Source: an optimization exercise on an open RTL-to-GDS flow (aim: small area and a short achievable clock period). Production flows keep margins and buffers that such runs may drop.
In this exercise RTL edits were held to simulation tests only and were not proved equivalent to the original.

## flow/flow/run.sh

```bash
#!/bin/bash
# The standard synthesis and layout, with these changes to the layout:
#  * the port buffers are the smallest buffer cell (buffer_ports -buffer_cell) instead of
#    the delay-cell buffers buffer_ports picks by itself;
#  * the clock tree uses the buffers in flow/cts_bufs.txt and no dummy loads;
#  * repair_timing aims for extra setup slack (flow/setup_margin.txt, ns) so the resizer
#    speeds up the critical paths. The clock and I/O constraints are unchanged.
set -euo pipefail
# clock tree: small clock buffers and no dummy loads (64 flip-flops need little drive)
export CTS_ARGS="-sink_clustering_enable -repair_clock_nets -buf_list {$(cat flow/cts_bufs.txt)} -dont_use_dummy_load"
# repair timing once, after global routing, on its parasitics
export SKIP_CTS_REPAIR_TIMING=1
export BUFFER_PORTS_ARGS="-buffer_cell sky130_fd_sc_hd__buf_1"
M=$(cat flow/setup_margin.txt)
if [[ "$M" != "0" ]]; then export SETUP_SLACK_MARGIN=$M; fi
S=$(cat flow/move_sequence.txt)
if [[ -n "$S" ]]; then export SETUP_MOVE_SEQUENCE=$S; fi
bash standard.sh synth > synth.log 2>&1
bash standard.sh finish > layout.log 2>&1
```

## flow/flow/cts_bufs.txt

```
sky130_fd_sc_hd__clkbuf_8
```

## flow/flow/move_sequence.txt

```
unbuffer,sizeup,swap
```

## flow/flow/setup_margin.txt

```
11.0
```

## flow/standard.sh

```bash
#!/bin/bash
# synth_recipe.tcl (not shown) runs the flow's synth.tcl, then flattens the netlist and writes it again
# the make line also repeats each setting of config.mk as NAME=value (left out here)
make -C /OpenROAD-flow-scripts/flow DESIGN_CONFIG=/design/flow/config.mk WORK_HOME=/design/flow/orfs CLKGATE_MAP_FILE= SYNTH_SCRIPT=/design/flow/synth_recipe.tcl "${@:-finish}"
```

## flow/config.mk

```make
export PLATFORM = sky130hd
export DESIGN_NAME = multiplier_16bit
export DESIGN_NICKNAME = multiplier_16bit
export VERILOG_FILES = /design/flow/design.v
export SDC_FILE = /design/flow/constraint.sdc
export NUM_CORES = 4
export LEC_CHECK = 0
export ABC_AREA = 1
export CAP_MARGIN = 20
export CORE_MARGIN = 2
export CORE_UTILIZATION = 40
export SLEW_MARGIN = 20
export SYNTH_HIERARCHICAL = 1
```

## flow/constraint.sdc

```tcl
create_clock -name core_clock -period 20.0 [get_ports {clk}]
set_input_delay 4.0000 -clock core_clock [delete_from_list [all_inputs] [get_ports {clk}]]
set_output_delay 4.0000 -clock core_clock [all_outputs]
set_load 0.01 [all_outputs]
```

## flow/design.v

```verilog
`timescale 1ns / 1ps
module multiplier_16bit (
    input  wire clk,
    input  wire rst,
    input  wire signed [15:0] a,
    input  wire signed [15:0] b,
    output reg  signed [31:0] product,
    output reg  signed [15:0] a_out,
    output reg  signed [15:0] b_out
);
    wire [15:0] ag = a;
    wire [31:0] accn = product;
    wire [16:0] x0;    
    wire one0 = b[0] ^ 1'b0;
    wire two0 = (b[1] & ~b[0] & ~1'b0) | (~b[1] & b[0] & 1'b0);
    wire neg0 = b[1];
    assign x0[0] = ((one0 & ag[0]) | (two0 & 1'b0)) ^ neg0;
    assign x0[1] = ((one0 & ag[1]) | (two0 & ag[0])) ^ neg0;
    assign x0[2] = ((one0 & ag[2]) | (two0 & ag[1])) ^ neg0;
    assign x0[3] = ((one0 & ag[3]) | (two0 & ag[2])) ^ neg0;
    assign x0[4] = ((one0 & ag[4]) | (two0 & ag[3])) ^ neg0;
    assign x0[5] = ((one0 & ag[5]) | (two0 & ag[4])) ^ neg0;
    assign x0[6] = ((one0 & ag[6]) | (two0 & ag[5])) ^ neg0;
    assign x0[7] = ((one0 & ag[7]) | (two0 & ag[6])) ^ neg0;
    assign x0[8] = ((one0 & ag[8]) | (two0 & ag[7])) ^ neg0;
    assign x0[9] = ((one0 & ag[9]) | (two0 & ag[8])) ^ neg0;
    assign x0[10] = ((one0 & ag[10]) | (two0 & ag[9])) ^ neg0;
    assign x0[11] = ((one0 & ag[11]) | (two0 & ag[10])) ^ neg0;
    assign x0[12] = ((one0 & ag[12]) | (two0 & ag[11])) ^ neg0;
    assign x0[13] = ((one0 & ag[13]) | (two0 & ag[12])) ^ neg0;
    assign x0[14] = ((one0 & ag[14]) | (two0 & ag[13])) ^ neg0;
    assign x0[15] = ((one0 & ag[15]) | (two0 & ag[14])) ^ neg0;
    assign x0[16] = ~(((one0 & ag[15]) | (two0 & ag[15])) ^ neg0);
    wire [16:0] x1;    
    wire one1 = b[2] ^ b[1];
    wire two1 = (b[3] & ~b[2] & ~b[1]) | (~b[3] & b[2] & b[1]);
    wire neg1 = b[3];
    assign x1[0] = ((one1 & ag[0]) | (two1 & 1'b0)) ^ neg1;
    assign x1[1] = ((one1 & ag[1]) | (two1 & ag[0])) ^ neg1;
    assign x1[2] = ((one1 & ag[2]) | (two1 & ag[1])) ^ neg1;
    assign x1[3] = ((one1 & ag[3]) | (two1 & ag[2])) ^ neg1;
    assign x1[4] = ((one1 & ag[4]) | (two1 & ag[3])) ^ neg1;
    assign x1[5] = ((one1 & ag[5]) | (two1 & ag[4])) ^ neg1;
    assign x1[6] = ((one1 & ag[6]) | (two1 & ag[5])) ^ neg1;
    assign x1[7] = ((one1 & ag[7]) | (two1 & ag[6])) ^ neg1;
    assign x1[8] = ((one1 & ag[8]) | (two1 & ag[7])) ^ neg1;
    assign x1[9] = ((one1 & ag[9]) | (two1 & ag[8])) ^ neg1;
    assign x1[10] = ((one1 & ag[10]) | (two1 & ag[9])) ^ neg1;
    assign x1[11] = ((one1 & ag[11]) | (two1 & ag[10])) ^ neg1;
    assign x1[12] = ((one1 & ag[12]) | (two1 & ag[11])) ^ neg1;
    assign x1[13] = ((one1 & ag[13]) | (two1 & ag[12])) ^ neg1;
    assign x1[14] = ((one1 & ag[14]) | (two1 & ag[13])) ^ neg1;
    assign x1[15] = ((one1 & ag[15]) | (two1 & ag[14])) ^ neg1;
    assign x1[16] = ~(((one1 & ag[15]) | (two1 & ag[15])) ^ neg1);
    wire [16:0] x2;    
    wire one2 = b[4] ^ b[3];
    wire two2 = (b[5] & ~b[4] & ~b[3]) | (~b[5] & b[4] & b[3]);
    wire neg2 = b[5];
    assign x2[0] = ((one2 & ag[0]) | (two2 & 1'b0)) ^ neg2;
    assign x2[1] = ((one2 & ag[1]) | (two2 & ag[0])) ^ neg2;
    assign x2[2] = ((one2 & ag[2]) | (two2 & ag[1])) ^ neg2;
    assign x2[3] = ((one2 & ag[3]) | (two2 & ag[2])) ^ neg2;
    assign x2[4] = ((one2 & ag[4]) | (two2 & ag[3])) ^ neg2;
    assign x2[5] = ((one2 & ag[5]) | (two2 & ag[4])) ^ neg2;
    assign x2[6] = ((one2 & ag[6]) | (two2 & ag[5])) ^ neg2;
    assign x2[7] = ((one2 & ag[7]) | (two2 & ag[6])) ^ neg2;
    assign x2[8] = ((one2 & ag[8]) | (two2 & ag[7])) ^ neg2;
    assign x2[9] = ((one2 & ag[9]) | (two2 & ag[8])) ^ neg2;
    assign x2[10] = ((one2 & ag[10]) | (two2 & ag[9])) ^ neg2;
    assign x2[11] = ((one2 & ag[11]) | (two2 & ag[10])) ^ neg2;
    assign x2[12] = ((one2 & ag[12]) | (two2 & ag[11])) ^ neg2;
    assign x2[13] = ((one2 & ag[13]) | (two2 & ag[12])) ^ neg2;
    assign x2[14] = ((one2 & ag[14]) | (two2 & ag[13])) ^ neg2;
    assign x2[15] = ((one2 & ag[15]) | (two2 & ag[14])) ^ neg2;
    assign x2[16] = ~(((one2 & ag[15]) | (two2 & ag[15])) ^ neg2);
    wire [16:0] x3;    
    wire one3 = b[6] ^ b[5];
    wire two3 = (b[7] & ~b[6] & ~b[5]) | (~b[7] & b[6] & b[5]);
    wire neg3 = b[7];
    assign x3[0] = ((one3 & ag[0]) | (two3 & 1'b0)) ^ neg3;
    assign x3[1] = ((one3 & ag[1]) | (two3 & ag[0])) ^ neg3;
    assign x3[2] = ((one3 & ag[2]) | (two3 & ag[1])) ^ neg3;
    assign x3[3] = ((one3 & ag[3]) | (two3 & ag[2])) ^ neg3;
    assign x3[4] = ((one3 & ag[4]) | (two3 & ag[3])) ^ neg3;
    assign x3[5] = ((one3 & ag[5]) | (two3 & ag[4])) ^ neg3;
    assign x3[6] = ((one3 & ag[6]) | (two3 & ag[5])) ^ neg3;
    assign x3[7] = ((one3 & ag[7]) | (two3 & ag[6])) ^ neg3;
    assign x3[8] = ((one3 & ag[8]) | (two3 & ag[7])) ^ neg3;
    assign x3[9] = ((one3 & ag[9]) | (two3 & ag[8])) ^ neg3;
    assign x3[10] = ((one3 & ag[10]) | (two3 & ag[9])) ^ neg3;
    assign x3[11] = ((one3 & ag[11]) | (two3 & ag[10])) ^ neg3;
    assign x3[12] = ((one3 & ag[12]) | (two3 & ag[11])) ^ neg3;
    assign x3[13] = ((one3 & ag[13]) | (two3 & ag[12])) ^ neg3;
    assign x3[14] = ((one3 & ag[14]) | (two3 & ag[13])) ^ neg3;
    assign x3[15] = ((one3 & ag[15]) | (two3 & ag[14])) ^ neg3;
    assign x3[16] = ~(((one3 & ag[15]) | (two3 & ag[15])) ^ neg3);
    wire [16:0] x4;    
    wire one4 = b[8] ^ b[7];
    wire two4 = (b[9] & ~b[8] & ~b[7]) | (~b[9] & b[8] & b[7]);
    wire neg4 = b[9];
    assign x4[0] = ((one4 & ag[0]) | (two4 & 1'b0)) ^ neg4;
    assign x4[1] = ((one4 & ag[1]) | (two4 & ag[0])) ^ neg4;
    assign x4[2] = ((one4 & ag[2]) | (two4 & ag[1])) ^ neg4;
    assign x4[3] = ((one4 & ag[3]) | (two4 & ag[2])) ^ neg4;
    assign x4[4] = ((one4 & ag[4]) | (two4 & ag[3])) ^ neg4;
    assign x4[5] = ((one4 & ag[5]) | (two4 & ag[4])) ^ neg4;
    assign x4[6] = ((one4 & ag[6]) | (two4 & ag[5])) ^ neg4;
    assign x4[7] = ((one4 & ag[7]) | (two4 & ag[6])) ^ neg4;
    assign x4[8] = ((one4 & ag[8]) | (two4 & ag[7])) ^ neg4;
    assign x4[9] = ((one4 & ag[9]) | (two4 & ag[8])) ^ neg4;
    assign x4[10] = ((one4 & ag[10]) | (two4 & ag[9])) ^ neg4;
    assign x4[11] = ((one4 & ag[11]) | (two4 & ag[10])) ^ neg4;
    assign x4[12] = ((one4 & ag[12]) | (two4 & ag[11])) ^ neg4;
    assign x4[13] = ((one4 & ag[13]) | (two4 & ag[12])) ^ neg4;
    assign x4[14] = ((one4 & ag[14]) | (two4 & ag[13])) ^ neg4;
    assign x4[15] = ((one4 & ag[15]) | (two4 & ag[14])) ^ neg4;
    assign x4[16] = ~(((one4 & ag[15]) | (two4 & ag[15])) ^ neg4);
    wire [16:0] x5;    
    wire one5 = b[10] ^ b[9];
    wire two5 = (b[11] & ~b[10] & ~b[9]) | (~b[11] & b[10] & b[9]);
    wire neg5 = b[11];
    assign x5[0] = ((one5 & ag[0]) | (two5 & 1'b0)) ^ neg5;
    assign x5[1] = ((one5 & ag[1]) | (two5 & ag[0])) ^ neg5;
    assign x5[2] = ((one5 & ag[2]) | (two5 & ag[1])) ^ neg5;
    assign x5[3] = ((one5 & ag[3]) | (two5 & ag[2])) ^ neg5;
    assign x5[4] = ((one5 & ag[4]) | (two5 & ag[3])) ^ neg5;
    assign x5[5] = ((one5 & ag[5]) | (two5 & ag[4])) ^ neg5;
    assign x5[6] = ((one5 & ag[6]) | (two5 & ag[5])) ^ neg5;
    assign x5[7] = ((one5 & ag[7]) | (two5 & ag[6])) ^ neg5;
    assign x5[8] = ((one5 & ag[8]) | (two5 & ag[7])) ^ neg5;
    assign x5[9] = ((one5 & ag[9]) | (two5 & ag[8])) ^ neg5;
    assign x5[10] = ((one5 & ag[10]) | (two5 & ag[9])) ^ neg5;
    assign x5[11] = ((one5 & ag[11]) | (two5 & ag[10])) ^ neg5;
    assign x5[12] = ((one5 & ag[12]) | (two5 & ag[11])) ^ neg5;
    assign x5[13] = ((one5 & ag[13]) | (two5 & ag[12])) ^ neg5;
    assign x5[14] = ((one5 & ag[14]) | (two5 & ag[13])) ^ neg5;
    assign x5[15] = ((one5 & ag[15]) | (two5 & ag[14])) ^ neg5;
    assign x5[16] = ~(((one5 & ag[15]) | (two5 & ag[15])) ^ neg5);
    wire [16:0] x6;    
    wire one6 = b[12] ^ b[11];
    wire two6 = (b[13] & ~b[12] & ~b[11]) | (~b[13] & b[12] & b[11]);
    wire neg6 = b[13];
    assign x6[0] = ((one6 & ag[0]) | (two6 & 1'b0)) ^ neg6;
    assign x6[1] = ((one6 & ag[1]) | (two6 & ag[0])) ^ neg6;
    assign x6[2] = ((one6 & ag[2]) | (two6 & ag[1])) ^ neg6;
    assign x6[3] = ((one6 & ag[3]) | (two6 & ag[2])) ^ neg6;
    assign x6[4] = ((one6 & ag[4]) | (two6 & ag[3])) ^ neg6;
    assign x6[5] = ((one6 & ag[5]) | (two6 & ag[4])) ^ neg6;
    assign x6[6] = ((one6 & ag[6]) | (two6 & ag[5])) ^ neg6;
    assign x6[7] = ((one6 & ag[7]) | (two6 & ag[6])) ^ neg6;
    assign x6[8] = ((one6 & ag[8]) | (two6 & ag[7])) ^ neg6;
    assign x6[9] = ((one6 & ag[9]) | (two6 & ag[8])) ^ neg6;
    assign x6[10] = ((one6 & ag[10]) | (two6 & ag[9])) ^ neg6;
    assign x6[11] = ((one6 & ag[11]) | (two6 & ag[10])) ^ neg6;
    assign x6[12] = ((one6 & ag[12]) | (two6 & ag[11])) ^ neg6;
    assign x6[13] = ((one6 & ag[13]) | (two6 & ag[12])) ^ neg6;
    assign x6[14] = ((one6 & ag[14]) | (two6 & ag[13])) ^ neg6;
    assign x6[15] = ((one6 & ag[15]) | (two6 & ag[14])) ^ neg6;
    assign x6[16] = ~(((one6 & ag[15]) | (two6 & ag[15])) ^ neg6);
    wire [16:0] x7;    
    wire one7 = b[14] ^ b[13];
    wire two7 = (b[15] & ~b[14] & ~b[13]) | (~b[15] & b[14] & b[13]);
    wire neg7 = b[15];
    assign x7[0] = ((one7 & ag[0]) | (two7 & 1'b0)) ^ neg7;
    assign x7[1] = ((one7 & ag[1]) | (two7 & ag[0])) ^ neg7;
    assign x7[2] = ((one7 & ag[2]) | (two7 & ag[1])) ^ neg7;
    assign x7[3] = ((one7 & ag[3]) | (two7 & ag[2])) ^ neg7;
    assign x7[4] = ((one7 & ag[4]) | (two7 & ag[3])) ^ neg7;
    assign x7[5] = ((one7 & ag[5]) | (two7 & ag[4])) ^ neg7;
    assign x7[6] = ((one7 & ag[6]) | (two7 & ag[5])) ^ neg7;
    assign x7[7] = ((one7 & ag[7]) | (two7 & ag[6])) ^ neg7;
    assign x7[8] = ((one7 & ag[8]) | (two7 & ag[7])) ^ neg7;
    assign x7[9] = ((one7 & ag[9]) | (two7 & ag[8])) ^ neg7;
    assign x7[10] = ((one7 & ag[10]) | (two7 & ag[9])) ^ neg7;
    assign x7[11] = ((one7 & ag[11]) | (two7 & ag[10])) ^ neg7;
    assign x7[12] = ((one7 & ag[12]) | (two7 & ag[11])) ^ neg7;
    assign x7[13] = ((one7 & ag[13]) | (two7 & ag[12])) ^ neg7;
    assign x7[14] = ((one7 & ag[14]) | (two7 & ag[13])) ^ neg7;
    assign x7[15] = ((one7 & ag[15]) | (two7 & ag[14])) ^ neg7;
    assign x7[16] = ~(((one7 & ag[15]) | (two7 & ag[15])) ^ neg7);
    wire s0, c1;
    fa us0 (accn[0], b[1], x0[0], s0, c1);
    wire s2, c3;
    fa us2 (accn[1], x0[1], c1, s2, c3);
    wire s4, c5;
    fa us4 (accn[2], b[3], x0[2], s4, c5);
    wire s6, c7;
    fa us6 (x1[0], s4, c3, s6, c7);
    wire s8, c9;
    fa us8 (accn[3], x0[3], x1[1], s8, c9);
    wire s10, c11;
    fa us10 (c5, s8, c7, s10, c11);
    wire s12, c13;
    fa us12 (accn[4], b[5], x0[4], s12, c13);
    wire s14, c15;
    fa us14 (x1[2], x2[0], c9, s14, c15);
    wire s16, c17;
    fa us16 (s12, s14, c11, s16, c17);
    wire s18, c19;
    fa us18 (accn[5], x0[5], x1[3], s18, c19);
    wire s20, c21;
    fa us20 (x2[1], c13, s18, s20, c21);
    wire s22, c23;
    fa us22 (c15, s20, c17, s22, c23);
    wire s24, c25;
    fa us24 (accn[6], b[7], x0[6], s24, c25);
    wire s26, c27;
    fa us26 (x1[4], x2[2], x3[0], s26, c27);
    wire s28, c29;
    fa us28 (c19, s24, s26, s28, c29);
    wire s30, c31;
    ha us30 (c21, s28, s30, c31);
    wire s32, c33;
    fa us32 (accn[7], x0[7], x1[5], s32, c33);
    wire s34, c35;
    fa us34 (x2[3], x3[1], c25, s34, c35);
    wire s36, c37;
    fa us36 (c27, s32, s34, s36, c37);
    wire s38, c39;
    fa us38 (c29, c31, s36, s38, c39);
    wire s40, c41;
    fa us40 (accn[8], b[9], x0[8], s40, c41);
    wire s42, c43;
    fa us42 (x1[6], x2[4], x3[2], s42, c43);
    wire s44, c45;
    fa us44 (x4[0], c33, s40, s44, c45);
    wire s46, c47;
    fa us46 (s42, c35, s44, s46, c47);
    wire s48, c49;
    fa us48 (c37, s46, c39, s48, c49);
    wire s50, c51;
    fa us50 (accn[9], x0[9], x1[7], s50, c51);
    wire s52, c53;
    fa us52 (x2[5], x3[3], x4[1], s52, c53);
    wire s54, c55;
    fa us54 (c41, c43, s50, s54, c55);
    wire s56, c57;
    fa us56 (s52, c45, s54, s56, c57);
    wire s58, c59;
    fa us58 (c47, s56, c49, s58, c59);
    wire s60, c61;
    fa us60 (accn[10], b[11], x0[10], s60, c61);
    wire s62, c63;
    fa us62 (x1[8], x2[6], x3[4], s62, c63);
    wire s64, c65;
    fa us64 (x4[2], x5[0], c51, s64, c65);
    wire s66, c67;
    fa us66 (c53, s60, s62, s66, c67);
    wire s68, c69;
    fa us68 (s64, c55, s66, s68, c69);
    wire s70, c71;
    ha us70 (c57, s68, s70, c71);
    wire s72, c73;
    fa us72 (accn[11], x0[11], x1[9], s72, c73);
    wire s74, c75;
    fa us74 (x2[7], x3[5], x4[3], s74, c75);
    wire s76, c77;
    fa us76 (x5[1], c61, c63, s76, c77);
    wire s78, c79;
    fa us78 (s72, s74, c65, s78, c79);
    wire s80, c81;
    fa us80 (s76, c67, s78, s80, c81);
    wire s82, c83;
    fa us82 (c69, c71, s80, s82, c83);
    wire s84, c85;
    fa us84 (accn[12], b[13], x0[12], s84, c85);
    wire s86, c87;
    fa us86 (x1[10], x2[8], x3[6], s86, c87);
    wire s88, c89;
    fa us88 (x4[4], x5[2], x6[0], s88, c89);
    wire s90, c91;
    fa us90 (c73, c75, s84, s90, c91);
    wire s92, c93;
    fa us92 (s86, s88, c77, s92, c93);
    wire s94, c95;
    fa us94 (s90, c79, s92, s94, c95);
    wire s96, c97;
    fa us96 (c81, s94, c83, s96, c97);
    wire s98, c99;
    fa us98 (accn[13], x0[13], x1[11], s98, c99);
    wire s100, c101;
    fa us100 (x2[9], x3[7], x4[5], s100, c101);
    wire s102, c103;
    fa us102 (x5[3], x6[1], c85, s102, c103);
    wire s104, c105;
    fa us104 (c87, c89, s98, s104, c105);
    wire s106, c107;
    fa us106 (s100, s102, c91, s106, c107);
    wire s108, c109;
    fa us108 (s104, c93, s106, s108, c109);
    wire s110, c111;
    ha us110 (c95, s108, s110, c111);
    wire s112, c113;
    fa us112 (accn[14], b[15], x0[14], s112, c113);
    wire s114, c115;
    fa us114 (x1[12], x2[10], x3[8], s114, c115);
    wire s116, c117;
    fa us116 (x4[6], x5[4], x6[2], s116, c117);
    wire s118, c119;
    fa us118 (x7[0], c99, c101, s118, c119);
    wire s120, c121;
    fa us120 (s112, s114, s116, s120, c121);
    wire s122, c123;
    fa us122 (c103, s118, c105, s122, c123);
    wire s124, c125;
    fa us124 (s120, c107, s122, s124, c125);
    wire s126, c127;
    fa us126 (c109, s124, c111, s126, c127);
    wire s128, c129;
    fa us128 (accn[15], x0[15], x1[13], s128, c129);
    wire s130, c131;
    fa us130 (x2[11], x3[9], x4[7], s130, c131);
    wire s132, c133;
    fa us132 (x5[5], x6[3], x7[1], s132, c133);
    wire s134, c135;
    fa us134 (c113, c115, c117, s134, c135);
    wire s136, c137;
    fa us136 (s128, s130, s132, s136, c137);
    wire s138, c139;
    fa us138 (c119, s134, c121, s138, c139);
    wire s140, c141;
    fa us140 (s136, c123, s138, s140, c141);
    wire s142, c143;
    ha us142 (c125, s140, s142, c143);
    wire s144, c145;
    fa us144 (accn[16], x0[16], 1'b1, s144, c145);
    wire s146, c147;
    fa us146 (x1[14], x2[12], x3[10], s146, c147);
    wire s148, c149;
    fa us148 (x4[8], x5[6], x6[4], s148, c149);
    wire s150, c151;
    fa us150 (x7[2], s144, c129, s150, c151);
    wire s152, c153;
    fa us152 (c131, c133, s146, s152, c153);
    wire s154, c155;
    fa us154 (s148, c135, s150, s154, c155);
    wire s156, c157;
    fa us156 (c137, s152, c139, s156, c157);
    wire s158, c159;
    fa us158 (s154, c141, s156, s158, c159);
    wire s160, c161;
    fa us160 (accn[17], x1[15], 1'b1, s160, c161);
    wire s162, c163;
    fa us162 (x2[13], x3[11], x4[9], s162, c163);
    wire s164, c165;
    fa us164 (x5[7], x6[5], x7[3], s164, c165);
    wire s166, c167;
    fa us166 (c145, s160, c147, s166, c167);
    wire s168, c169;
    fa us168 (c149, s162, s164, s168, c169);
    wire s170, c171;
    fa us170 (c151, s166, c153, s170, c171);
    wire s172, c173;
    fa us172 (s168, c155, s170, s172, c173);
    wire s174, c175;
    fa us174 (c157, s172, c159, s174, c175);
    wire s176, c177;
    fa us176 (accn[18], x1[16], x2[14], s176, c177);
    wire s178, c179;
    fa us178 (x3[12], x4[10], x5[8], s178, c179);
    wire s180, c181;
    fa us180 (x6[6], x7[4], c161, s180, c181);
    wire s182, c183;
    fa us182 (c163, c165, s176, s182, c183);
    wire s184, c185;
    fa us184 (s178, s180, c167, s184, c185);
    wire s186, c187;
    fa us186 (c169, s182, c171, s186, c187);
    wire s188, c189;
    fa us188 (s184, c173, s186, s188, c189);
    wire s190, c191;
    fa us190 (accn[19], x2[15], 1'b1, s190, c191);
    wire s192, c193;
    fa us192 (x3[13], x4[11], x5[9], s192, c193);
    wire s194, c195;
    fa us194 (x6[7], x7[5], s190, s194, c195);
    wire s196, c197;
    fa us196 (c177, c179, s192, s196, c197);
    wire s198, c199;
    fa us198 (c181, s194, c183, s198, c199);
    wire s200, c201;
    fa us200 (s196, c185, s198, s200, c201);
    wire s202, c203;
    fa us202 (c187, s200, c189, s202, c203);
    wire s204, c205;
    fa us204 (accn[20], x2[16], x3[14], s204, c205);
    wire s206, c207;
    fa us206 (x4[12], x5[10], x6[8], s206, c207);
    wire s208, c209;
    fa us208 (x7[6], c191, c193, s208, c209);
    wire s210, c211;
    fa us210 (s204, s206, c195, s210, c211);
    wire s212, c213;
    fa us212 (s208, c197, s210, s212, c213);
    wire s214, c215;
    fa us214 (c199, s212, c201, s214, c215);
    wire s216, c217;
    fa us216 (accn[21], x3[15], 1'b1, s216, c217);
    wire s218, c219;
    fa us218 (x4[13], x5[11], x6[9], s218, c219);
    wire s220, c221;
    fa us220 (x7[7], s216, c205, s220, c221);
    wire s222, c223;
    fa us222 (c207, s218, c209, s222, c223);
    wire s224, c225;
    fa us224 (s220, c211, s222, s224, c225);
    wire s226, c227;
    fa us226 (c213, s224, c215, s226, c227);
    wire s228, c229;
    fa us228 (accn[22], x3[16], x4[14], s228, c229);
    wire s230, c231;
    fa us230 (x5[12], x6[10], x7[8], s230, c231);
    wire s232, c233;
    fa us232 (c217, c219, s228, s232, c233);
    wire s234, c235;
    fa us234 (s230, c221, s232, s234, c235);
    wire s236, c237;
    fa us236 (c223, s234, c225, s236, c237);
    wire s238, c239;
    fa us238 (accn[23], x4[15], 1'b1, s238, c239);
    wire s240, c241;
    fa us240 (x5[13], x6[11], x7[9], s240, c241);
    wire s242, c243;
    fa us242 (s238, c229, c231, s242, c243);
    wire s244, c245;
    fa us244 (s240, s242, c233, s244, c245);
    wire s246, c247;
    fa us246 (c235, s244, c237, s246, c247);
    wire s248, c249;
    fa us248 (accn[24], x4[16], x5[14], s248, c249);
    wire s250, c251;
    fa us250 (x6[12], x7[10], c239, s250, c251);
    wire s252, c253;
    fa us252 (c241, s248, s250, s252, c253);
    wire s254, c255;
    fa us254 (c243, s252, c245, s254, c255);
    wire s256, c257;
    fa us256 (accn[25], x5[15], 1'b1, s256, c257);
    wire s258, c259;
    fa us258 (x6[13], x7[11], s256, s258, c259);
    wire s260, c261;
    fa us260 (c249, c251, s258, s260, c261);
    wire s262, c263;
    fa us262 (c253, s260, c255, s262, c263);
    wire s264, c265;
    fa us264 (accn[26], x5[16], x6[14], s264, c265);
    wire s266, c267;
    fa us266 (x7[12], c257, s264, s266, c267);
    wire s268, c269;
    fa us268 (c259, s266, c261, s268, c269);
    wire s270, c271;
    fa us270 (accn[27], x6[15], 1'b1, s270, c271);
    wire s272, c273;
    fa us272 (x7[13], s270, c265, s272, c273);
    wire s274, c275;
    fa us274 (s272, c267, c269, s274, c275);
    wire s276, c277;
    fa us276 (accn[28], x6[16], x7[14], s276, c277);
    wire s278, c279;
    fa us278 (c271, s276, c273, s278, c279);
    wire s280, c281;
    fa us280 (accn[29], x7[15], 1'b1, s280, c281);
    wire s282, c283;
    fa us282 (s280, c277, c279, s282, c283);
    wire s284, c285;
    fa us284 (accn[30], x7[16], c281, s284, c285);
    wire s286, c287;
    fa us286 (accn[31], c285, 1'b1, s286, c287);
    wire [31:0] r0 = {s286, s284, s282, s278, s274, s268, s262, s254, s246, s236, s226, s214, s202, s188, s174, c143, s142, s126, s110, s96, s82, s70, s58, s48, s38, s30, s22, s16, s10, s6, s2, s0};
    wire [31:0] r1 = {1'b0, c283, 1'b0, c275, 1'b0, c263, 1'b0, c247, 1'b0, c227, 1'b0, c203, 1'b0, c175, 1'b0, s158, c127, 1'b0, c97, 1'b0, 1'b0, c59, 1'b0, 1'b0, 1'b0, c23, 1'b0, 1'b0, 1'b0, 1'b0, 1'b0, 1'b0};
    wire [31:0] sum;
    wire [31:0] p0, gn;
    assign p0[0] = r0[0];
    assign gn[0] = 1'b1;
    assign p0[1] = r0[1];
    assign gn[1] = 1'b1;
    assign p0[2] = r0[2];
    assign gn[2] = 1'b1;
    assign p0[3] = r0[3];
    assign gn[3] = 1'b1;
    assign p0[4] = r0[4];
    assign gn[4] = 1'b1;
    assign p0[5] = r0[5];
    assign gn[5] = 1'b1;
    wire g6;
    ha upg6 (r0[6], r1[6], p0[6], g6);
    assign gn[6] = ~g6;
    assign p0[7] = r0[7];
    assign gn[7] = 1'b1;
    assign p0[8] = r0[8];
    assign gn[8] = 1'b1;
    assign p0[9] = r0[9];
    assign gn[9] = 1'b1;
    wire g10;
    ha upg10 (r0[10], r1[10], p0[10], g10);
    assign gn[10] = ~g10;
    assign p0[11] = r0[11];
    assign gn[11] = 1'b1;
    assign p0[12] = r0[12];
    assign gn[12] = 1'b1;
    wire g13;
    ha upg13 (r0[13], r1[13], p0[13], g13);
    assign gn[13] = ~g13;
    assign p0[14] = r0[14];
    assign gn[14] = 1'b1;
    wire g15;
    ha upg15 (r0[15], r1[15], p0[15], g15);
    assign gn[15] = ~g15;
    wire g16;
    ha upg16 (r0[16], r1[16], p0[16], g16);
    assign gn[16] = ~g16;
    assign p0[17] = r0[17];
    assign gn[17] = 1'b1;
    wire g18;
    ha upg18 (r0[18], r1[18], p0[18], g18);
    assign gn[18] = ~g18;
    assign p0[19] = r0[19];
    assign gn[19] = 1'b1;
    wire g20;
    ha upg20 (r0[20], r1[20], p0[20], g20);
    assign gn[20] = ~g20;
    assign p0[21] = r0[21];
    assign gn[21] = 1'b1;
    wire g22;
    ha upg22 (r0[22], r1[22], p0[22], g22);
    assign gn[22] = ~g22;
    assign p0[23] = r0[23];
    assign gn[23] = 1'b1;
    wire g24;
    ha upg24 (r0[24], r1[24], p0[24], g24);
    assign gn[24] = ~g24;
    assign p0[25] = r0[25];
    assign gn[25] = 1'b1;
    wire g26;
    ha upg26 (r0[26], r1[26], p0[26], g26);
    assign gn[26] = ~g26;
    assign p0[27] = r0[27];
    assign gn[27] = 1'b1;
    wire g28;
    ha upg28 (r0[28], r1[28], p0[28], g28);
    assign gn[28] = ~g28;
    assign p0[29] = r0[29];
    assign gn[29] = 1'b1;
    wire g30;
    ha upg30 (r0[30], r1[30], p0[30], g30);
    assign gn[30] = ~g30;
    assign p0[31] = r0[31];
    assign gn[31] = 1'b1;
    wire G288 = ~gn[1] | (p0[1] & ~gn[0]);
    wire G289 = ~gn[3] | (p0[3] & ~gn[2]);
    wire P290 = p0[3] & p0[2];
    wire G291 = ~gn[5] | (p0[5] & ~gn[4]);
    wire P292 = p0[5] & p0[4];
    wire G293 = ~gn[7] | (p0[7] & ~gn[6]);
    wire P294 = p0[7] & p0[6];
    wire G295 = ~gn[9] | (p0[9] & ~gn[8]);
    wire P296 = p0[9] & p0[8];
    wire G297 = ~gn[11] | (p0[11] & ~gn[10]);
    wire P298 = p0[11] & p0[10];
    wire G299 = ~gn[13] | (p0[13] & ~gn[12]);
    wire P300 = p0[13] & p0[12];
    wire G301 = ~gn[15] | (p0[15] & ~gn[14]);
    wire P302 = p0[15] & p0[14];
    wire G303 = ~gn[17] | (p0[17] & ~gn[16]);
    wire P304 = p0[17] & p0[16];
    wire G305 = ~gn[19] | (p0[19] & ~gn[18]);
    wire P306 = p0[19] & p0[18];
    wire G307 = ~gn[21] | (p0[21] & ~gn[20]);
    wire P308 = p0[21] & p0[20];
    wire G309 = ~gn[23] | (p0[23] & ~gn[22]);
    wire P310 = p0[23] & p0[22];
    wire G311 = ~gn[25] | (p0[25] & ~gn[24]);
    wire P312 = p0[25] & p0[24];
    wire G313 = ~gn[27] | (p0[27] & ~gn[26]);
    wire P314 = p0[27] & p0[26];
    wire G315 = ~gn[29] | (p0[29] & ~gn[28]);
    wire P316 = p0[29] & p0[28];
    wire G317 = ~gn[31] | (p0[31] & ~gn[30]);
    wire P318 = p0[31] & p0[30];
    wire G319 = ~gn[2] | (p0[2] & G288);
    wire G320 = G289 | (P290 & G288);
    wire G321 = ~gn[6] | (p0[6] & G291);
    wire P322 = p0[6] & P292;
    wire G323 = G293 | (P294 & G291);
    wire P324 = P294 & P292;
    wire G325 = ~gn[10] | (p0[10] & G295);
    wire P326 = p0[10] & P296;
    wire G327 = G297 | (P298 & G295);
    wire P328 = P298 & P296;
    wire G329 = ~gn[14] | (p0[14] & G299);
    wire P330 = p0[14] & P300;
    wire G331 = G301 | (P302 & G299);
    wire P332 = P302 & P300;
    wire G333 = ~gn[18] | (p0[18] & G303);
    wire P334 = p0[18] & P304;
    wire G335 = G305 | (P306 & G303);
    wire P336 = P306 & P304;
    wire G337 = ~gn[22] | (p0[22] & G307);
    wire P338 = p0[22] & P308;
    wire G339 = G309 | (P310 & G307);
    wire P340 = P310 & P308;
    wire G341 = ~gn[26] | (p0[26] & G311);
    wire P342 = p0[26] & P312;
    wire G343 = G313 | (P314 & G311);
    wire P344 = P314 & P312;
    wire G345 = ~gn[30] | (p0[30] & G315);
    wire P346 = p0[30] & P316;
    wire G347 = G317 | (P318 & G315);
    wire P348 = P318 & P316;
    wire G349 = ~gn[4] | (p0[4] & G320);
    wire G350 = G291 | (P292 & G320);
    wire G351 = G321 | (P322 & G320);
    wire G352 = G323 | (P324 & G320);
    wire G353 = ~gn[12] | (p0[12] & G327);
    wire P354 = p0[12] & P328;
    wire G355 = G299 | (P300 & G327);
    wire P356 = P300 & P328;
    wire G357 = G329 | (P330 & G327);
    wire P358 = P330 & P328;
    wire G359 = G331 | (P332 & G327);
    wire P360 = P332 & P328;
    wire G361 = ~gn[20] | (p0[20] & G335);
    wire P362 = p0[20] & P336;
    wire G363 = G307 | (P308 & G335);
    wire P364 = P308 & P336;
    wire G365 = G337 | (P338 & G335);
    wire P366 = P338 & P336;
    wire G367 = G339 | (P340 & G335);
    wire P368 = P340 & P336;
    wire G369 = ~gn[28] | (p0[28] & G343);
    wire P370 = p0[28] & P344;
    wire G371 = G315 | (P316 & G343);
    wire P372 = P316 & P344;
    wire G373 = G345 | (P346 & G343);
    wire P374 = P346 & P344;
    wire G375 = G347 | (P348 & G343);
    wire P376 = P348 & P344;
    wire G377 = ~gn[8] | (p0[8] & G352);
    wire G378 = G295 | (P296 & G352);
    wire G379 = G325 | (P326 & G352);
    wire G380 = G327 | (P328 & G352);
    wire G381 = G353 | (P354 & G352);
    wire G382 = G355 | (P356 & G352);
    wire G383 = G357 | (P358 & G352);
    wire G384 = G359 | (P360 & G352);
    wire G385 = ~gn[24] | (p0[24] & G367);
    wire P386 = p0[24] & P368;
    wire G387 = G311 | (P312 & G367);
    wire P388 = P312 & P368;
    wire G389 = G341 | (P342 & G367);
    wire P390 = P342 & P368;
    wire G391 = G343 | (P344 & G367);
    wire P392 = P344 & P368;
    wire G393 = G369 | (P370 & G367);
    wire P394 = P370 & P368;
    wire G395 = G371 | (P372 & G367);
    wire P396 = P372 & P368;
    wire G397 = G373 | (P374 & G367);
    wire P398 = P374 & P368;
    wire G399 = G375 | (P376 & G367);
    wire P400 = P376 & P368;
    wire G401 = ~gn[16] | (p0[16] & G384);
    wire G402 = G303 | (P304 & G384);
    wire G403 = G333 | (P334 & G384);
    wire G404 = G335 | (P336 & G384);
    wire G405 = G361 | (P362 & G384);
    wire G406 = G363 | (P364 & G384);
    wire G407 = G365 | (P366 & G384);
    wire G408 = G367 | (P368 & G384);
    wire G409 = G385 | (P386 & G384);
    wire G410 = G387 | (P388 & G384);
    wire G411 = G389 | (P390 & G384);
    wire G412 = G391 | (P392 & G384);
    wire G413 = G393 | (P394 & G384);
    wire G414 = G395 | (P396 & G384);
    wire G415 = G397 | (P398 & G384);
    wire G416 = G399 | (P400 & G384);
    wire [31:0] cy = {G415, G414, G413, G412, G411, G410, G409, G408, G407, G406, G405, G404, G403, G402, G401, G384, G383, G382, G381, G380, G379, G378, G377, G352, G351, G350, G349, G320, G319, G288, ~gn[0], 1'b0};
    assign sum = p0 ^ cy;
    always @(posedge clk) begin
        product <= sum & {32{~rst}};
        a_out   <= a & {16{~rst}};
        b_out   <= b & {16{~rst}};
    end
endmodule
module booth_enc (input wire b1, input wire b0, input wire bm1, output wire one, output wire two, output wire neg);
    assign one = b0 ^ bm1;
    assign two = (b1 & ~b0 & ~bm1) | (~b1 & b0 & bm1);
    assign neg = b1;
endmodule
module booth_row (input wire [15:0] a, input wire [2:0] b, output wire [16:0] x);
    wire one = b[1] ^ b[0];
    wire two = (b[2] & ~b[1] & ~b[0]) | (~b[2] & b[1] & b[0]);
    wire [16:0] a1 = {a[15], a};
    wire [16:0] a2 = {a, 1'b0};
    wire [16:0] y = ((a1 & {17{one}}) | (a2 & {17{two}})) ^ {17{b[2]}};
    assign x = {~y[16], y[15:0]};
endmodule
module booth_row_i (input wire [15:0] a, input wire [2:0] b, output wire [16:0] x);
    wire one = b[1] ^ b[0];
    wire two = (b[2] & ~b[1] & ~b[0]) | (~b[2] & b[1] & b[0]);
    wire [16:0] a1 = {a[15], a};
    wire [16:0] a2 = {a, 1'b0};
    wire [16:0] y = ((a1 & {17{one}}) | (a2 & {17{two}})) ^ {17{b[2]}};
    assign x = {y[16], ~y[15:0]};
endmodule
module pg (input wire a, input wire b, output wire p, output wire gn);
    assign p  = a ^ b;
    assign gn = ~(a & b);
endmodule
module pgi (input wire an, input wire bn, output wire p, output wire gn);
    assign p  = an ^ bn;
    assign gn = an | bn;
endmodule
module fa (input wire a, input wire b, input wire c, output wire s, output wire co);
    assign s  = a ^ b ^ c;
    assign co = (a & b) | (a & c) | (b & c);
endmodule
module ha (input wire a, input wire b, output wire s, output wire co);
    assign s  = a ^ b;
    assign co = a & b;
endmodule
module fa1 (input wire a, input wire b, output wire s, output wire co);
    assign s  = ~(a ^ b);
    assign co = a | b;
endmodule
```

==> flow_summary.yaml, run 1 <==
clocking:
  cts_buffers: 9
  cts.path.max_buffers: 2
  clk_pin_slew_ns: 0.07
  clock_latency_ns: 0.37
  cts_sinks: 64
  clock-root-buffer: "clkbuf_8"
  cts_tree: "yes"
  cts.htree.levels: 3
run:
  drv_cap: 0
synthesis:
  synth_cell_types: 36
  synth.top_cell.area_share: 0.348
  synth_flop_cell: "dfxtp_1"
  synth_edf_count: 0
  syn_area_sq_um: 8060
  synth_area_per_cell_sq_um: 9.28
  async_flop_share: 0
  syn_inst: 869
  yosysTopAreaCell: "fa_1"
  synth_commonest_cells: "fa_1, xor2_1, o22ai_1, nor2_1, nand2_1"
  synth.most_common_cell: "fa_1"
  synth.ff_latch_count: 64
  netlist_top_cells_area: "fa_1, dfxtp_1, xor2_1"
  yosys_warnings: 7
  ys_seq_area_frac: 0.159
run_status:
  status: "no timing/DRC/antenna violations"
worst_hold_path:
  hold_path.class: "reg2reg"
drt:
  firstDrtPassIters: 5
  routedWlPerCell_microns: 17.4
  num_vias: 6369
  via_per_inst: 5.29
  ant_nets: 0
  drc_errors: 0
  wl_microns: 20900
  drt-initial-drc-count: 417
timing:
  fin_ws_ns: 11.20
  setup_viol: 0
  tns_ns: 0
  fin_crit_ns: 8.80
  clock_skew_ns: 0.0174
  finalHoldViolCount: 0
  relSlewSlack: 0.451
  rsz0062_at_grt: "false"
  slew_violations: 0
  max_freq_mhz: 114
  fin_crit_sh: 0.440
  tightest_slew_ns: 0.823
floorplan:
  die_area_sq_um: 21300
  boundaryPins: 98
  core_area_sq_um: 19600
  die_h_microns: 146
  fp-row-count: 51
  fp.dieW_microns: 146
  initial_core_util: 0.411
layout:
  syn_to_final_growth_pct: 11.8
  drive_gt1_frac: 0.0896
  final_util: 0.460
  final-seq-area_sq_um: 1280
  fillCellCount: 1971
  fin_nets: 1133
  multiInputGateArea_sq_um: 6420
  insertedDiodeCount: 0
  design_area_sq_um: 9010
place:
  io_buffers: 97
  postPlaceCellArea_sq_um: 8550
  place_hpwl_microns: 15700
  dpl_worst_slack_ns: 10.47
  gp_congestion: 0.819
setup_path:
  worst-setup-path-type: "in2reg"
  cp_slowest_stage_delay_ns: 0.52
  end_kind: "register"
  cp_cell_sequence: "buf_1, buf_12, nor2_1, o21ai_4, o22ai_1, xor2_1, fa_1, fa_1, fa_1, ha_1, fa_1, fa_1, ha_1, nand2_1, nor2_1, a21oi_1, nand2_4, ha_1, o21a_1, nor3_1"
  start_kind: "input pin"
  crit_top_cell: "fa_1"
  required_ns: 20.29
  crit_slowest_cell: "fa_1"
  worst_ep_arrival_time_ns: 9.09
  r2r_slack_ns: 15.70
  path_max_fanout: 22
grt:
  antenna_found_initial: 0
  grt_pass1_vias: 6480
  grt_usage: 0.202
  overflow: 0
  grt_max_degree: 47
  grt_pass1_wl_microns: 34200
-- routing by layer --
| metal | share of wire | GRT usage | up-vias |
|---|---|---|---|
| li1 | - | - | 2972 |
| met1 | 0.42 | 0.259 | 3176 |
| met2 | 0.52 | 0.346 | 191 |
| met3 | 0.045 | 0.0382 | 30 |
| met4 | 0.023 | 0.0588 | 0 |
| met5 | 0 | 0 | - |
-- modules after synthesis, one instance, submodules excluded --
module	flip-flops and latches	cell area [sq um]	cells
multiplier_16bit	64	5060	713
fa	0	20.0	1
ha	0	12.5	1
-- layout by cell type (no fill, tap or decap), types with 7 or more instances in the layout --
| cell type | instances |
|---|---|
| clkinv_1 | 11 |
| nand2_1 | 70 |
| dfxtp_1 | 64 |
| a211oi_1 | 7 |
| nand2_2 | 7 |
| nand3_1 | 21 |
| conb_1 | 9 |
| nand2_4 | 9 |
| ha_1 | 16 |
| buf_1 | 96 |
| a21oi_1 | 19 |
| clkbuf_8 | 9 |
| nor2_1 | 89 |
| nand4_1 | 8 |
| inv_1 | 59 |
| o21ai_4 | 7 |
| o22ai_2 | 13 |
| o22ai_1 | 106 |
| fa_1 | 137 |
| xor2_1 | 125 |
-- kinds of logic after synthesis --
family | count (synthesis) | synth area share
buf+inv | 137 | 0.0773
flops | 64 | 0.159
xor+xnor | 128 | 0.139
simple gates | 212 | 0.111
other cells | 1 | 0.000465
compound gates | 168 | 0.136
fa+ha+maj | 159 | 0.377
-- sequential cells by signal (all words and copies together) (netlist names) --
signal and cells:
a_out 16, b_out 16, product 32
-- worst paths after layout --
check	end	cells past startpoint	from
worst max-delay path	product[17]	20	b[3]
worst min-delay path	product[1]	3	product[1]
worst max register to register	product[24]	16	product[14]
worst min register to register	product[1]	3	product[1]
-- through the flow --
step | std cells | hold WS, ns
4_1_cts | 1203 | 0.680
3_3_place_gp | 1194 | 0.647
3_5_place_dp | 1194 | 0.673
2_1_floorplan | 877 | 0.686
6_report | 1203 | 0.672
5_1_grt | 1203 | 0.720
-- critical path: cells and delay by family --
kind,cells,cell delay (ns)
and+or+nand+nor,5,0.55
xor gates and xnor gates,1,0.23
buffers and inverters,2,0.32
AOI/OAI and AO/OA,4,0.96
adders and majority gates,8,2.99
-- area by class of cell --
class,count,share of cell area
well taps,265,0.0368
multi-input cells,676,0.713
flip-flops and latches,64,0.142
inverters,81,0.0358
repair buffers,108,0.0589
clock buffers,9,0.0137
==> run 2, diff against run 1 <==
==> flow/flow/setup_margin.txt (replaced) <==
11.3
==> flow_summary.yaml, run 2 <==
clocking:
  clk_pin_slew_ns: 0.07
  cts_buffers: 9
  cts.path.max_buffers: 2
  clock_latency_ns: 0.36
  cts.htree.levels: 3
  cts_tree: "yes"
  clock-root-buffer: "clkbuf_8"
  cts_sinks: 64
floorplan:
  boundaryPins: 98
  fp.dieW_microns: 146
  die_h_microns: 146
  core_area_sq_um: 19600
  initial_core_util: 0.411
  die_area_sq_um: 21300
  fp-row-count: 51
setup_path:
  crit_top_cell: "fa_2"
  end_kind: "register"
  worst-setup-path-type: "in2reg"
  crit_slowest_cell: "fa_2"
  required_ns: 20.24
  path_max_fanout: 22
  worst_ep_arrival_time_ns: 8.91
  start_kind: "input pin"
  cp_cell_sequence: "clkbuf_2, buf_12, inv_6, o21ai_4, o22ai_2, xor2_1, fa_1, fa_2, fa_1, fa_2, fa_2, fa_2, ha_4, nand2_4, o21bai_4, nand2_2, nand2_4, inv_2, nand2_2, nand2_2, nand2_1, nor2_1"
  cp_slowest_stage_delay_ns: 0.59
synthesis:
  synth_commonest_cells: "fa_1, xor2_1, o22ai_1, nor2_1, nand2_1"
  synth_compound_gate_area_share: 0.136
  yosysTopAreaCell: "fa_1"
  synth_mux_area_frac: 0
  synth_edf_count: 0
  synth_top_family_by_area: "adder cells"
  synth.most_common_cell: "fa_1"
  synth.top_cell.area_share: 0.348
  netlist_top_cells_area: "fa_1, dfxtp_1, xor2_1"
  synth_cell_types: 36
  syn_area_sq_um: 8060
  synth_flop_cell: "dfxtp_1"
  ys_seq_area_frac: 0.159
  syn_inst: 869
  synthAdderAreaFrac: 0.377
  yosys_warnings: 7
  synth_area_per_cell_sq_um: 9.28
  synth-xor-area-share: 0.139
  synth.ff_latch_count: 64
  synthSimpleGateAreaFrac: 0.111
  async_flop_share: 0
timing:
  clock_skew_ns: 0.0173
  finalHoldViolCount: 0
  tightest_slew_ns: 0.836
  fin_crit_sh: 0.434
  slew_violations: 0
  fin_crit_ns: 8.67
  tns_ns: 0
  max_freq_mhz: 115
  rsz0062_at_grt: "true"
  relSlewSlack: 0.442
  fin_ws_ns: 11.33
  setup_viol: 0
place:
  postPlaceCellArea_sq_um: 8550
  dpl_worst_slack_ns: 10.47
  io_buffers: 97
  gp_congestion: 0.819
  place_hpwl_microns: 15700
run:
  drv_cap: 0
grt:
  grt_usage: 0.202
  grt_max_degree: 47
  antenna_found_initial: 0
  grt_pass1_wl_microns: 34200
  overflow: 0
  grt_pass1_vias: 6480
layout:
  design_area_sq_um: 9330
  top_regs: "product (32), a_out (16), b_out (16)"
  top_register: "product"
  largest_reg_flops: 32
  syn_to_final_growth_pct: 15.7
  insertedDiodeCount: 0
  fin_nets: 1133
  final_util: 0.476
  layout_commonest_cell: "xor2_1"
  final_cell_mix: "xor2_1, fa_1, o22ai_1"
  drive_gt1_frac: 0.157
  fillCellCount: 1948
drt:
  num_vias: 6443
  firstDrtPassIters: 5
  drt-initial-drc-count: 421
  routedWlPerCell_microns: 17.7
  drc_errors: 0
  wl_microns: 21300
  via_per_inst: 5.36
  ant_nets: 0
worst_hold_path:
  hold_path.class: "reg2reg"
run_status:
  status: "no timing/DRC/antenna violations"
-- run 2: cell counts after synthesis --
No cell type changed its count.
-- run 2: per-layer routing --
layer,vias to the layer above,track usage,part of all wire
li1,2971,-,-
met1,3249,0.259,0.40
met2,201,0.346,0.53
met3,22,0.0382,0.048
met4,0,0.0588,0.018
met5,-,0,0
-- run 2: cells by family after synthesis --
group / Yosys count
AOI/OAI and AO/OA: 168
xor gates and xnor gates: 128
adders and majority gates: 159
buffers and inverters: 137
DFF: 64
other: 1
and+or+nand+nor: 212
-- run 2: worst paths after layout --
path	startpoint	slack (ns)	cells after the start	endpoint
min	product[1]	0.67	3	product[1]
min reg2reg	product[1]	0.67	3	product[1]
max reg2reg	product[6]	15.79	16	product[24]
max	b[5]	11.33	22	product[24]
-- run 2: critical path: cells and delay by family --
family / cells / cell delay (ns)
AND/OR/NAND/NOR: 7 / 0.50
XOR/XNOR: 1 / 0.29
adder cells (fa/ha/maj): 7 / 2.97
buffers and inverters: 4 / 0.38
AO/OA/AOI/OAI: 3 / 0.74
-- run 2: modules after synthesis (local to each module, per instance) --
| module | copies in the design | cells | flip-flops and latches |
|---|---|---|---|
| fa | 140 | 1 | 0 |
| ha | 16 | 1 | 0 |
| multiplier_16bit | 1 | 713 | 64 |
-- run 2: layout make-up --
| cell class | count | area (sq um) | share of cell area |
|---|---|---|---|
| Tap cell | 265 | 332 | 0.0355 |
| Sequential cell | 64 | 1280 | 0.137 |
| Timing Repair Buffer | 108 | 542 | 0.0581 |
| Clock buffer | 9 | 124 | 0.0133 |
| Inverter | 81 | 347 | 0.0372 |
| Multi-Input combinational cell | 676 | 6700 | 0.719 |
-- run 2: metrics by stage --
stage	cells	hold slack (ns)
final	1203	0.672
after global routing	1203	0.719
after CTS	1203	0.680
after detailed placement	1194	0.673
after global placement	1194	0.647
after floorplan	877	0.686
==> run 3, diff against run 2 <==
--- a/flow/flow/run.sh
+++ b/flow/flow/run.sh
@@ -2,14 +2,15 @@
 # The standard synthesis and layout, with these changes to the layout:
 #  * the port buffers are the smallest buffer cell (buffer_ports -buffer_cell) instead of
 #    the delay-cell buffers buffer_ports picks by itself;
+#  * one tie cell drives all constant inputs;
 #  * the clock tree uses the buffers in flow/cts_bufs.txt and no dummy loads;
 #  * repair_timing aims for extra setup slack (flow/setup_margin.txt, ns) so the resizer
 #    speeds up the critical paths. The clock and I/O constraints are unchanged.
 set -euo pipefail
 # clock tree: small clock buffers and no dummy loads (64 flip-flops need little drive)
 export CTS_ARGS="-sink_clustering_enable -repair_clock_nets -buf_list {$(cat flow/cts_bufs.txt)} -dont_use_dummy_load"
-# repair timing once, after global routing, on its parasitics
-export SKIP_CTS_REPAIR_TIMING=1
+# one tie cell for all constant inputs instead of one per input
+export SKIP_REPAIR_TIE_FANOUT=1
 export BUFFER_PORTS_ARGS="-buffer_cell sky130_fd_sc_hd__buf_1"
 M=$(cat flow/setup_margin.txt)
 if [[ "$M" != "0" ]]; then export SETUP_SLACK_MARGIN=$M; fi
==> flow/flow/setup_margin.txt (replaced) <==
10.8
--- a/flow/config.mk
+++ b/flow/config.mk
@@ -9,5 +9,6 @@
 export CAP_MARGIN = 20
 export CORE_MARGIN = 2
 export CORE_UTILIZATION = 40
+export PLACE_DENSITY = 0.7
 export SLEW_MARGIN = 20
 export SYNTH_HIERARCHICAL = 1
==> flow_summary.yaml, run 3 <==
floorplan:
  fp.dieW_microns: 146
  initial_core_util: 0.411
  fp-row-count: 51
  die_h_microns: 146
  core_area_sq_um: 19600
  die_area_sq_um: 21300
  boundaryPins: 98
grt:
  grt_usage: 0.198
  grt_pass1_wl_microns: 33900
  grt_max_degree: 47
  overflow: 0
  antenna_found_initial: 0
  grt_pass1_vias: 6590
setup_path:
  crit_family: "adder cells"
  path_max_fanout: 22
  end_kind: "register"
  path_buf_inv: 3
  crit_slowest_cell: "fa_1"
  crit_top_cell: "fa_1"
  cp_slowest_stage_delay_ns: 0.56
  worst_ep_arrival_time_ns: 9.28
  start_kind: "input pin"
  worst-setup-path-type: "in2reg"
  cp_cell_sequence: "buf_1, buf_6, nor2_1, o21ai_4, o22ai_1, xor2_1, fa_1, fa_1, fa_1, fa_1, fa_1, fa_1, ha_1, nand2_2, nor2_4, nand2_2, nor2_1, nand2_1, nand3_1, nand2_1, inv_1, nor2_1"
  required_ns: 20.26
layout:
  insertedDiodeCount: 0
  drive_gt1_frac: 0.0614
  final_util: 0.445
  largest_reg_flops: 32
  syn_to_final_growth_pct: 8.18
  fin_cells: 1193
  final_cell_mix: "fa_1, xor2_1, o22ai_1"
  top_regs: "product (32), a_out (16), b_out (16)"
  design_area_sq_um: 8720
  top_register: "product"
  fin_nets: 1123
  layout_commonest_cell: "fa_1"
timing:
  fin_ws_ns: 10.98
  clock_skew_ns: 0.00882
  fin_crit_ns: 9.02
  worst_hold_slack_ns: 0.670
  setup_viol: 0
  slew_violations: 0
  tns_ns: 0
  finalHoldViolCount: 0
  max_freq_mhz: 111
  fin_crit_sh: 0.451
  relSlewSlack: 0.472
  tightest_slew_ns: 0.790
  rsz0062_at_grt: "true"
synthesis:
  synth_flop_cell: "dfxtp_1"
  synth_commonest_cells: "fa_1, xor2_1, o22ai_1, nor2_1, nand2_1"
  synth_cell_types: 36
  netlist_top_cells_area: "fa_1, dfxtp_1, xor2_1"
  async_flop_share: 0
  ys_seq_area_frac: 0.159
  synth_area_per_cell_sq_um: 9.28
  yosysTopAreaCell: "fa_1"
  yosys_warnings: 7
  synth.ff_latch_count: 64
  syn_inst: 869
  syn_area_sq_um: 8060
  synth_edf_count: 0
  synth.most_common_cell: "fa_1"
  synth.top_cell.area_share: 0.348
worst_hold_path:
  hold_path.class: "reg2reg"
run_status:
  status: "no timing/DRC/antenna violations"
place:
  postPlaceCellArea_sq_um: 8510
  dp.cells: 1184
  place_hpwl_microns: 15400
  io_buffers: 97
  gp_congestion: 0.868
  dpl_worst_slack_ns: 10.44
clocking:
  cts_tree: "yes"
  clock_latency_ns: 0.37
  clk_pin_slew_ns: 0.07
  cts_sinks: 64
  cts_buffers: 9
  cts.htree.levels: 3
  cts.path.max_buffers: 2
  clock-root-buffer: "clkbuf_8"
drt:
  ant_nets: 0
  wl_microns: 20200
  drc_errors: 0
  via_per_inst: 5.46
  drt-initial-drc-count: 577
  routedWlPerCell_microns: 17.0
  firstDrtPassIters: 5
  num_vias: 6519
run:
  drv_cap: 0
## run 3: cell counts after synthesis
No cell type changed its count.
## run 3: routing by layer
layer,vias to the layer above,routed length [microns],GRT usage
li1,2961,-,-
met1,3223,8030,0.251
met2,286,10200,0.332
met5,-,0,0
met4,0,605,0.0716
met3,49,1350,0.0433
## run 3: cells by family (layout without fill, tap and decap cells)
| kind of cell | Yosys count | count (layout) | synth area share |
|---|---|---|---|
| and+or+nand+nor | 212 | 212 | 0.111 |
| AOI/OAI and AO/OA | 168 | 168 | 0.136 |
| adders and majority gates | 159 | 159 | 0.377 |
| buffers and inverters | 137 | 196 | 0.0773 |
| xor gates and xnor gates | 128 | 128 | 0.139 |
| DFF | 64 | 64 | 0.159 |
| other | 1 | 1 | 0.000465 |
## run 3: cell type report
| type | instances | area [sq um] |
|---|---|---|
| Clock buffer | 9 | 124 |
| Timing Repair Buffer | 106 | 455 |
| Fill cell | 1959 | 10900 |
| Inverter | 81 | 304 |
| Multi-Input combinational cell | 668 | 6220 |
| Sequential cell | 64 | 1280 |
| Tap cell | 265 | 332 |
## run 3: worst register-to-register path, delay by kind of cell, from the launching register on
kind | cells | cell delay, ns
adder cells (fa/ha/maj) | 7 | 3.07
AND/OR/NAND/NOR | 8 | 0.84
flip-flops | 1 | 0.35
buffers and inverters | 1 | 0.05
## run 3: path summary, 6_finish.rpt
path,slack [ns],cells past startpoint,from,end
max,10.98,22,b[3],product[28]
min,0.67,3,product[1],product[1]
max reg2reg,15.58,16,product[14],product[28]
min reg2reg,0.67,3,product[1],product[1]
## run 3: Yosys stat by module (local to each module, per instance)
module / cell area, sq um / times used / cells / flops+latches
fa: 20.0 / 140 / 1 / 0
ha: 12.5 / 16 / 1 / 0
multiplier_16bit: 5060 / 1 / 713 / 64
## run 3: what timing repair did
action                                  4_1_cts  5_1_grt
gates resized for setup                       0       19
hold endpoints to repair                      0        0
endpoints found under the setup margin        0       16
setup buffers                                 0        0
hold buffers                                  0        0
==> run 4, diff against run 3 <==
--- a/flow/config.mk
+++ b/flow/config.mk
@@ -9,6 +9,6 @@
 export CAP_MARGIN = 20
 export CORE_MARGIN = 2
 export CORE_UTILIZATION = 40
-export PLACE_DENSITY = 0.7
+export GPL_ROUTABILITY_DRIVEN = 0
 export SLEW_MARGIN = 20
 export SYNTH_HIERARCHICAL = 1
==> flow_summary.yaml, run 4 <==
run_status:
  status: "no timing/DRC/antenna violations"
synthesis:
  synth_area_per_cell_sq_um: 9.28
  synth.top_cell.area_share: 0.348
  synthSimpleGateAreaFrac: 0.111
  synth_top_family_by_area: "adder cells"
  synth_flop_cell: "dfxtp_1"
  synth_commonest_cells: "fa_1, xor2_1, o22ai_1, nor2_1, nand2_1"
  synth.ff_latch_count: 64
  syn_inst: 869
  yosys_warnings: 7
  async_flop_share: 0
  yosysTopAreaCell: "fa_1"
  ys_seq_area_frac: 0.159
  synthAdderAreaFrac: 0.377
  synth.most_common_cell: "fa_1"
  syn_area_sq_um: 8060
  synth_cell_types: 36
  synth-xor-area-share: 0.139
  netlist_top_cells_area: "fa_1, dfxtp_1, xor2_1"
  synth_compound_gate_area_share: 0.136
  synth_mux_area_frac: 0
  synth_edf_count: 0
clocking:
  clock_latency_ns: 0.37
  clk_pin_slew_ns: 0.06
  cts_tree: "yes"
  cts_sinks: 64
  clock-root-buffer: "clkbuf_8"
  cts_buffers: 9
  cts.path.max_buffers: 2
  cts.htree.levels: 3
place:
  place_hpwl_microns: 15800
  dpl_worst_slack_ns: 10.42
  io_buffers: 97
  dp.cells: 1184
grt:
  grt_max_degree: 47
  grt_pass1_wl_microns: 33800
  grt_pass1_vias: 6351
  antenna_found_initial: 0
  grt_usage: 0.200
  overflow: 0
drt:
  drc_errors: 0
  drt-initial-drc-count: 540
  num_vias: 6397
  routedWlPerCell_microns: 17.8
  ant_nets: 0
  firstDrtPassIters: 5
  wl_microns: 21200
  via_per_inst: 5.36
floorplan:
  die_area_sq_um: 21300
  fp-row-count: 51
  core_area_sq_um: 19600
  die_h_microns: 146
  boundaryPins: 98
  fp.dieW_microns: 146
  initial_core_util: 0.411
setup_path:
  cp_cell_sequence: "buf_1, buf_12, nor2_1, o21ai_4, o22ai_1, xor2_1, fa_1, fa_1, fa_1, fa_1, fa_1, fa_1, ha_1, nand2_2, nor2_4, nand2_2, inv_1, nand2_1, nand2_2, nand2_1, nand2_1, nor2_1"
  r2r_slack_ns: 15.61
  start_kind: "input pin"
  worst_r2r_path_depth: 15
  r2r-start: "product[0]"
  crit_path_end: "product[24]"
  r2r_end: "product[17]"
  path_max_fanout: 22
  worst-setup-path-type: "in2reg"
  crit_top_cell: "fa_1"
  crit_slowest_cell: "fa_1"
  worst_ep_arrival_time_ns: 9.18
  cp-startpoint: "b[3]"
  end_kind: "register"
  cp_slowest_stage_delay_ns: 0.56
  required_ns: 20.25
timing:
  setup_viol: 0
  clock_skew_ns: 0.0166
  tns_ns: 0
  rsz0062_at_grt: "false"
  fin_crit_ns: 8.93
  tightest_slew_ns: 0.799
  relSlewSlack: 0.467
  finalHoldViolCount: 0
  fin_ws_ns: 11.07
  fin_crit_sh: 0.446
  slew_violations: 0
  max_freq_mhz: 112
layout:
  largest_reg_flops: 32
  drive_gt1_frac: 0.0647
  syn_to_final_growth_pct: 8.63
  layout_commonest_cell: "fa_1"
  top_regs: "product (32), a_out (16), b_out (16)"
  top_register: "product"
  fin_cells: 1193
  fin_nets: 1123
  insertedDiodeCount: 0
  final_cell_mix: "fa_1, xor2_1, o22ai_1"
worst_hold_path:
  holdPathStages: 3
  hold_path.class: "reg2reg"
run:
  drv_cap: 0
## run 4: changes by cell type in the layout (fill, tap and decap cells not counted), sizes merged
cell | previous run | this run
clkinvlp | 0 | 1
inv | 66 | 65
## run 4: worst min path at each step
stage | end | startpoint | slack [ns]
2_1_floorplan | product[0] | product[0] | 0.69
3_3_place_gp | product[1] | product[1] | 0.65
3_5_place_dp | product[0] | product[0] | 0.64
4_1_cts | product[0] | product[0] | 0.67
5_1_grt | product[0] | product[0] | 0.73
6_report | product[0] | product[0] | 0.67
## run 4: through the flow
step / cell area (sq um) / hold slack (ns) / util
2_1_floorplan: 8060 / 0.686 / -
3_3_place_gp: 8510 / 0.648 / 0.434
3_5_place_dp: 8510 / 0.644 / 0.434
4_1_cts: 8630 / 0.673 / 0.441
5_1_grt: 8760 / 0.728 / 0.447
6_report: 8760 / 0.666 / 0.447
## run 4: modules after synthesis (local to each module, per instance)
module            area [sq um]  copies in the design  flops+latches  cells inside
ha                        12.5                    16              0             1
fa                        20.0                   140              0             1
multiplier_16bit          5060                     1             64           713
## run 4: layer usage
layer,track usage,vias up,part of all wire
met5,0,-,0
met4,0.0588,0,0.021
met3,0.0376,33,0.055
met2,0.348,231,0.52
met1,0.254,3164,0.41
li1,-,2969,-
## run 4: logic make-up (layout without fill, tap and decap cells)
group	count (synthesis)	in the layout
AND/OR/NAND/NOR	212	212
AO/OA/AOI/OAI	168	168
adder cells (fa/ha/maj)	159	159
buffers and inverters	137	196
XOR/XNOR	128	128
flip-flops	64	64
other	1	1
## run 4: final cells by class
cell class | instances | area (sq um)
Sequential cell | 64 | 1280
Timing Repair Buffer | 106 | 473
Inverter | 81 | 308
Tap cell | 265 | 332
Clock buffer | 9 | 124
Fill cell | 1957 | 10800
Multi-Input combinational cell | 668 | 6240
## run 4: timing repair
item / in CTS / in global routing
resized for setup: 0 / 28
endpoints found under the setup margin: 0 / 16
endpoints found under the hold margin: 0 / 0
hold buffers: 0 / 0
setup buffers: 0 / 0
## run 4: worst max-delay path, delay by kind of cell
family,cells,cell delay [ns]
AND/OR/NAND/NOR,9,0.92
AO/OA/AOI/OAI,2,0.60
buffers and inverters,3,0.42
adder cells (fa/ha/maj),7,3.03
XOR/XNOR,1,0.19

[separate check: timing with driven ports]
The flow's constraints put no driver on any port. The routed layouts listed below were extracted and timed again, unchanged, in two steps.
Step 1 sets driving cells, clkbuf_16 on the clock port and buf_2 on the other inputs (assumed; they add their load-dependent delay and slew).
Step 2 adds t to the input delays and takes it off the output delays; t is the mean of the earliest and latest rising clock arrival at the registers after step 1. Input paths then give back, and output paths get back, about the clock's delay inside the block.
Slacks: ideal / step 1 / step 2; pairs: ideal / step 1.
run | shift t [ns] | setup slack, ns | slew at the worst register clock pin (ns) | pins driven straight from the clock port
run 1 | 0.398 | 11.198 / 11.205 / 10.807 | 0.08 / 0.08 | 1
run 2 | 0.396 | 11.328 / 11.324 / 10.928 | 0.08 / 0.08 | 1
run 3 | 0.400 | 10.985 / 10.998 / 10.598 | 0.07 / 0.07 | 1
run 4 | 0.405 | 11.071 / 11.082 / 10.677 | 0.08 / 0.08 | 1
After both steps every run listed still meets setup and hold. For run 2, which loses most, drivers alone change the setup slack by -0.004 ns; drivers and shift together by -0.400 ns.
